This is an optimization exercise on Yosys and OpenROAD, whose aim is small area, not a production implementation.
Only simulation tests tie the RTL to the original design; equivalence was not proved.

Setup of fjord:
==> flow/design.v (excerpt) <==
module Post_top #(
  parameter INT_BITS  = 4,
  parameter POX       = 4,
  parameter POY       = 4,
  parameter CHANNEL_N = 2
) (
  input                             clk              ,
  input                             rst              ,
  input  [CHANNEL_N*POY*POX*16-1:0] mac_to_serializer,
  input                             mac_output_valid ,
  input  [         $clog2(POY)-1:0] mac_valid_number ,
  input  [                    15:0] K                ,
  input  [                    15:0] B                ,
  input  [              POX*16-1:0] bias             ,
  output [              POX*16-1:0] relu_out         ,
  output                            relu_out_valid   ,
  output [              POX*16-1:0] post_out         ,
  output                            post_out_valid   ,
  output [            POX/2*16-1:0] pooling_out      ,
  output                            pooling_out_valid
);
  reg  [447:0] chain;
  reg          active;
  reg  [  2:0] cnt;        
  reg  [  1:0] rm1;        
  always @(posedge clk) begin
    if (mac_output_valid) chain[383:0] <= mac_to_serializer[447:64];
    else                  chain[383:0] <= chain[447:64];
    chain[447:384] <= mac_to_serializer[511:448];
  end
  always @(posedge clk or posedge rst) begin
    if (rst) begin
      active <= 1'b0;
      cnt    <= 3'd0;
      rm1    <= 2'd0;
    end
    else if (mac_output_valid) begin
      active <= 1'b1;
      cnt    <= 3'd1;
      rm1    <= mac_valid_number - 1'b1;
    end
    else if (active) begin
      cnt <= cnt + 1'b1;
      if (cnt == {rm1, 1'b1}) active <= 1'b0;
    end
  end
  wire [ 1:0] slot = (cnt > {1'b0, rm1}) ? ~rm1 : 2'd0;
  reg  [63:0] chain_row;
  always @(*) begin
    case (slot)
      2'd0:    chain_row = chain[ 63:  0];
      2'd1:    chain_row = chain[127: 64];
      2'd2:    chain_row = chain[191:128];
      default: chain_row = chain[255:192];
    endcase
  end
  wire [63:0] row    = mac_output_valid ? mac_to_serializer[63:0] : chain_row;
  wire        row_ok = mac_output_valid | active;
  reg  [59:0] relu_r;
  reg         v1, v2;
  genvar x, i;
  generate
    for (x = 0; x < POX; x = x + 1) begin : g_relu
      wire [15:0] a = row[16*x +: 16];
      wire [15:0] b = bias[16*x +: 16];
  ...
Size: about 4900 cells after synthesis, about 630 flip-flops, ~780 I/O pins.
export LEC_CHECK = 0
export ABC_AREA = 1
export CAP_MARGIN = 20
export CORE_MARGIN = 2
export CORE_UTILIZATION = 40
export CTS_BUF_LIST = sky130_fd_sc_hd__clkbuf_4 sky130_fd_sc_hd__clkbuf_8
export SLEW_MARGIN = 20
create_clock -name core_clock -period 12.0 [get_ports {clk}]
standard.sh (not shown) runs the stock make flow with config.mk's settings and CLKGATE_MAP_FILE= SYNTH_SCRIPT=/design/flow/synth_recipe.tcl, a recipe that flattens the netlist after the stock synthesis.
==> flow/flow/run.sh <==
#!/bin/bash
# The standard layout with two changes:
#  - synthesis maps with an area-oriented ABC script (amap) and skips the
#    generic pre-mapping ABC pass (synth -noabc); the registers, their names
#    and cell types are those of the standard synthesis;
#  - the port buffers are the smallest buffer (buf_1) rather than the one
#    buffer_ports picks by default.
# make's output goes to a log per step here; ORFS's step logs are under orfs/logs/.
set -euo pipefail
rm -rf scripts_local
cp -r "$FLOW_HOME/scripts" scripts_local
cp flow/abc_area.script scripts_local/abc_area.script
bash standard.sh "SCRIPTS_DIR=$PWD/scripts_local" "SYNTH_ARGS=-noabc" synth > make_synth.log 2>&1
bash standard.sh "BUFFER_PORTS_ARGS=-buffer_cell sky130_fd_sc_hd__buf_1" finish > make_finish.log 2>&1
==> flow/flow/abc_area.script <==
strash
dch
amap
topo
Input-level comparison between xenon and fjord:
==> flow/flow/run.sh <==
#!/bin/bash
# The standard layout, except that the port buffers are the smallest
# buffer (buf_1) rather than the one buffer_ports picks by default.
# make's output (and every ORFS step's log under orfs/logs/) stays in this
# folder.
set -euo pipefail
bash standard.sh "BUFFER_PORTS_ARGS=-buffer_cell sky130_fd_sc_hd__buf_1" finish > make_finish.log 2>&1
removed: flow/flow/abc_area.script
==> run summary <==
- Taking fjord as the reference, in xenon footprint of the multi-input gates grew by about 3.3%; setup slack grew by 0.67 ns; final standard cell count with taps included and fillers excluded grew by 696; fill cell instance count of the final layout grew by about 13%.
- Side by side, ratio of routed vias to standard cells turned out lower in xenon than in fjord.
- NOTE final area fjord->xenon increased by a few percent
- The run showing the smaller number of cells on the worst reg-to-reg path is xenon.
Changes in nickel relative to xenon:
Settings: a change of CORE_UTILIZATION from 40 to 60; a change of CTS_BUF_LIST from sky130_fd_sc_hd__clkbuf_4 sky130_fd_sc_hd__clkbuf_8 to sky130_fd_sc_hd__clkbuf_4.
[summary]
- Summary: with xenon as the reference, placement row count in nickel moved down by more than 10%.
- nickel vs xenon — placed cell count dropped by a few percent
- nickel vs xenon on maximum number of pins on one net before global-route repair: nickel is the higher one.
- nickel vs xenon — wire length on met1 dropped by a little under 10%
- Global-route usage over all layers: nickel > xenon

========
## oak
Post_top, a different RTL version from the one above (not shown whole).
For scale: roughly 4,500 cells after synthesis, about 640 flip-flops, ~44,000 um^2 of cells after synthesis.
clock: 12.0 ns
lec_check: 0
abc_area: 1
cap_margin: 20
core_margin: 2
core_utilization: 60
gpl_timing_driven: 0
slew_margin: 20
==> flow/flow/run.sh <==
#!/bin/bash
# The standard layout with these changes:
#  - synthesis maps with an area-oriented ABC script (flow/abc_area.script)
#    and skips the generic pre-mapping ABC pass (synth -noabc); the
#    registers, their names and cell types are those of the standard
#    synthesis;
#  - the port buffers are the smallest buffer (buf_1) rather than the one
#    buffer_ports picks by default;
#  - CTS uses clkbuf_8 for larger sink clusters and no dummy loads.
# make's output goes to a log per call here; ORFS's step logs are under orfs/logs/.
set -euo pipefail
rm -rf scripts_local
cp -r "$FLOW_HOME/scripts" scripts_local
cp flow/abc_area.script scripts_local/abc_area.script
bash standard.sh "SCRIPTS_DIR=$PWD/scripts_local" "SYNTH_ARGS=-noabc" synth > make_synth.log 2>&1
bash standard.sh "BUFFER_PORTS_ARGS=-buffer_cell sky130_fd_sc_hd__buf_1" \
  "CTS_ARGS=-sink_clustering_enable -repair_clock_nets -buf_list sky130_fd_sc_hd__clkbuf_8 -sink_clustering_size 16 -sink_clustering_max_diameter 60 -dont_use_dummy_load" \
  finish > make_finish.log 2>&1
==> flow/flow/abc_area.script <==
strash
dc2
dch -f
amap
topo
Setup changes, oak to pine
# oak
export LEC_CHECK = 0
export ABC_AREA = 1
export CAP_MARGIN = 20
export CORE_MARGIN = 2
export CORE_UTILIZATION = 60
export GPL_TIMING_DRIVEN = 0
export SLEW_MARGIN = 20
create_clock -name core_clock -period 12.0 [get_ports {clk}]
# pine
export LEC_CHECK = 0
export ABC_AREA = 1
export CAP_MARGIN = 20
export CORE_MARGIN = 2
export CORE_UTILIZATION = 50
export GPL_TIMING_DRIVEN = 0
export SLEW_MARGIN = 20
create_clock -name core_clock -period 12.0 [get_ports {clk}]
Notes after the runs:
- Diff pine..oak | setup total negative slack | unchanged
- oak → pine: site row count went up 10, well tap count higher.
- For the die area, pine came in 15,000 um^2 higher than oak did.
- oak → pine: number of search-and-repair iterations in the first detailed-routing pass moved down; clock slew seen by the registers of the worst setup and hold paths comparable.
- The post-detailed-routing wire length was comparable across pine and oak.

========
== job 985 ==
Another version of the RTL of Post_top (not shown whole).
Size in the first run: roughly 640 flip-flops, ~780 I/O pins.
export LEC_CHECK = 0
export ABC_AREA = 1
export CAP_MARGIN = 20
export CORE_MARGIN = 2
export CORE_UTILIZATION = 60
export CTS_BUF_LIST = sky130_fd_sc_hd__clkbuf_4 sky130_fd_sc_hd__clkbuf_8
export SLEW_MARGIN = 20
create_clock -name core_clock -period 12.0 [get_ports {clk}]
==> flow/flow/run.sh <==
#!/bin/bash
# The standard layout with two changes:
#  - synthesis maps with an area-oriented ABC script (amap) and skips the
#    generic pre-mapping ABC pass (synth -noabc); the registers, their names
#    and cell types are those of the standard synthesis;
#  - the port buffers are the smallest buffer (buf_1) rather than the one
#    buffer_ports picks by default.
# make's output goes to a log per step here; ORFS's step logs are under orfs/logs/.
set -euo pipefail
rm -rf scripts_local
cp -r "$FLOW_HOME/scripts" scripts_local
cp flow/abc_area.script scripts_local/abc_area.script
bash standard.sh "SCRIPTS_DIR=$PWD/scripts_local" "SYNTH_ARGS=-noabc" synth > make_synth.log 2>&1
bash standard.sh "BUFFER_PORTS_ARGS=-buffer_cell sky130_fd_sc_hd__buf_1" finish > make_finish.log 2>&1
Scripts as last shown in full above: flow/flow/abc_area.script
Job 985: flow completed, timing, DRC and antenna clean
Here is what was changed in the inputs of job 6066 compared with job 985.
diff --git a/flow/config.mk b/flow/config.mk
--- a/flow/config.mk
+++ b/flow/config.mk
@@ -11 +11 @@
-export CORE_UTILIZATION = 60
+export CORE_UTILIZATION = 40
@@ -12,0 +13 @@
+export GPL_TIMING_DRIVEN = 0
Results
Job 6066 ran to completion and came out clean on the timing, design-rule and antenna checks.
Net count reported at finish shrinks by a few percent when moving from job 985 to job 6066.
Compared with job 985, in job 6066 final standard cell utilization of the core decreased by 25 points relative to the old numbers, post-route non-filler standard cell count +4.1%, sum of routed wire segments on met1 saw an increase, fmax went down.
Part of the cycle the worst path needs (job 6066 over job 985): increase, 0.63 points
Relative to job 985, layout overhead on the synthesized area increased by 0.88 points in job 6066.
Compared job 6066 vs job 985, and worst hold slack after final layout is up in job 6066.
[inputs] job 1411 vs job 6066
==> flow/flow/run.sh <==
#!/bin/bash
# The standard layout with these changes:
#  - synthesis maps with an area-oriented ABC script (flow/abc_area.script)
#    and skips the generic pre-mapping ABC pass (synth -noabc); the
#    registers, their names and cell types are those of the standard
#    synthesis;
#  - the port buffers are the smallest buffer (buf_1) rather than the one
#    buffer_ports picks by default;
#  - CTS uses clkbuf_8 for larger sink clusters and no dummy loads.
# make's output goes to a log per call here; ORFS's step logs are under orfs/logs/.
set -euo pipefail
rm -rf scripts_local
cp -r "$FLOW_HOME/scripts" scripts_local
cp flow/abc_area.script scripts_local/abc_area.script
bash standard.sh "SCRIPTS_DIR=$PWD/scripts_local" "SYNTH_ARGS=-noabc" synth > make_synth.log 2>&1
bash standard.sh "BUFFER_PORTS_ARGS=-buffer_cell sky130_fd_sc_hd__buf_1" \
  "CTS_ARGS=-sink_clustering_enable -repair_clock_nets -buf_list sky130_fd_sc_hd__clkbuf_8 -sink_clustering_size 16 -sink_clustering_max_diameter 60 -dont_use_dummy_load" \
  finish > make_finish.log 2>&1
diff --git a/flow/config.mk b/flow/config.mk
--- a/flow/config.mk
+++ b/flow/config.mk
@@ -11,2 +11 @@
-export CORE_UTILIZATION = 40
-export CTS_BUF_LIST = sky130_fd_sc_hd__clkbuf_4 sky130_fd_sc_hd__clkbuf_8
+export CORE_UTILIZATION = 60
==> comparison <==
Every stage of the flow completed for job 1411, and the final layout passed the timing, design-rule and antenna checks.
Of job 6066 and job 1411, job 1411 shows the higher first-pass iteration count of the detailed router, with job 6066 below it.
Against job 6066 as the reference, job 1411 delivers a higher minimum clock period after layout.
Summary of job 1411 over job 6066: non-clock buffer area fraction after layout now larger; post-route fraction of the period consumed by the critical path rose by 0.31 points.
Going from job 6066 to job 1411, wire length reported by the detailed router increased by 1100 um relative to the old numbers, via count picked up an extra 1057, wire length the detailed router placed on met1 dropped 9.6%.

========
rev 12:
Another version of the RTL of Post_top (not shown whole).
Size in the first run: about 4800 cells after synthesis, about 780 I/O pins, roughly 43000 um^2 of cells after synthesis.
clock: 12.0 ns
lec_check: 0
abc_area: 1
cap_margin: 20
core_margin: 2
core_utilization: 50
gpl_timing_driven: 0
slew_margin: 20
==> flow/flow/run.sh <==
#!/bin/bash
# The standard layout with these changes:
#  - synthesis maps with an area-oriented ABC script (flow/abc_area.script)
#    and skips the generic pre-mapping ABC pass (synth -noabc); the
#    registers, their names and cell types are those of the standard
#    synthesis;
#  - the port buffers are the smallest buffer (buf_1) rather than the one
#    buffer_ports picks by default;
#  - CTS uses clkbuf_8 for larger sink clusters and no dummy loads.
# make's output goes to a log per call here; ORFS's step logs are under orfs/logs/.
set -euo pipefail
rm -rf scripts_local
cp -r "$FLOW_HOME/scripts" scripts_local
cp flow/abc_area.script scripts_local/abc_area.script
bash standard.sh "SCRIPTS_DIR=$PWD/scripts_local" "SYNTH_ARGS=-noabc" synth > make_synth.log 2>&1
bash standard.sh "BUFFER_PORTS_ARGS=-buffer_cell sky130_fd_sc_hd__buf_1" \
  "CTS_ARGS=-sink_clustering_enable -repair_clock_nets -buf_list sky130_fd_sc_hd__clkbuf_8 -sink_clustering_size 16 -sink_clustering_max_diameter 60 -dont_use_dummy_load" \
  finish > make_finish.log 2>&1
Scripts as last shown in full above: flow/flow/abc_area.script
### rev 12 -> rev 13
Settings: CORE_UTILIZATION changed from 50 to 60.
Results
Looking at worst-margin pin slew, rev 13 sits 0.031 ns above rev 12.
Compared with rev 12, rev 13 shows a time the final worst path needs with I/O delays and setup that is 0.049 ns higher.
Area of all placed cells without fillers for rev 13: 0.31% down relative to rev 12
Going from rev 12 to rev 13, share of the final layout cell area in multi-input gates grows by 0.21 points.
From rev 12 to rev 13 the numbers moved as follows: number of post-CTS setup repair buffers +1; fraction of area in registers neither gained nor lost much.

==> static timing again, ports no longer ideal <==
No port has a modelled driver above. Below, the same layouts with a new extraction and two added sets of constraints.
Step 1 sets driving cells, clkbuf_16 on the clock port and buf_2 on the other inputs (assumed; they add their load-dependent delay and slew).
Step 2, shift: input delay + t, output delay - t, t = (earliest + latest rising clock arrival at the registers) / 2. This alone moves slack from input paths to output paths.
Slacks: no drivers / after step 1 / after step 2; pairs: no drivers / after step 1.
| run | shift t [ns] | setup slack, ns | worst setup path after step 2 | pins driven straight from the clock port |
|---|---|---|---|---|
| fjord | 0.847 | 0.379 / 0.356 / 0.356 | input to output | 1 |
| xenon | 0.889 | 1.051 / 1.012 / 1.012 | input to output | 1 |
| nickel | 1.063 | 1.164 / 1.113 / 1.113 | input to output | 1 |
| oak | 0.752 | 0.138 / 0.115 / 0.115 | input to output | 1 |
| pine | 0.805 | 0.283 / 0.252 / 0.252 | input to output | 1 |
| job 985 | 0.809 | 0.380 / 0.369 / 0.369 | input to output | 1 |
| job 6066 | 0.847 | 0.304 / 0.266 / 0.266 | input to output | 1 |
| job 1411 | 0.744 | 0.266 / 0.246 / 0.246 | input to output | 1 |
| rev 12 | 0.768 | 0.250 / 0.229 / 0.094 | input to register | 1 |
| rev 13 | 0.738 | 0.201 / 0.201 / 0.201 | register to register | 1 |
After both steps every run listed still meets setup and hold. For rev 12, which loses most, drivers alone change the setup slack by -0.021 ns; drivers and shift together by -0.156 ns.
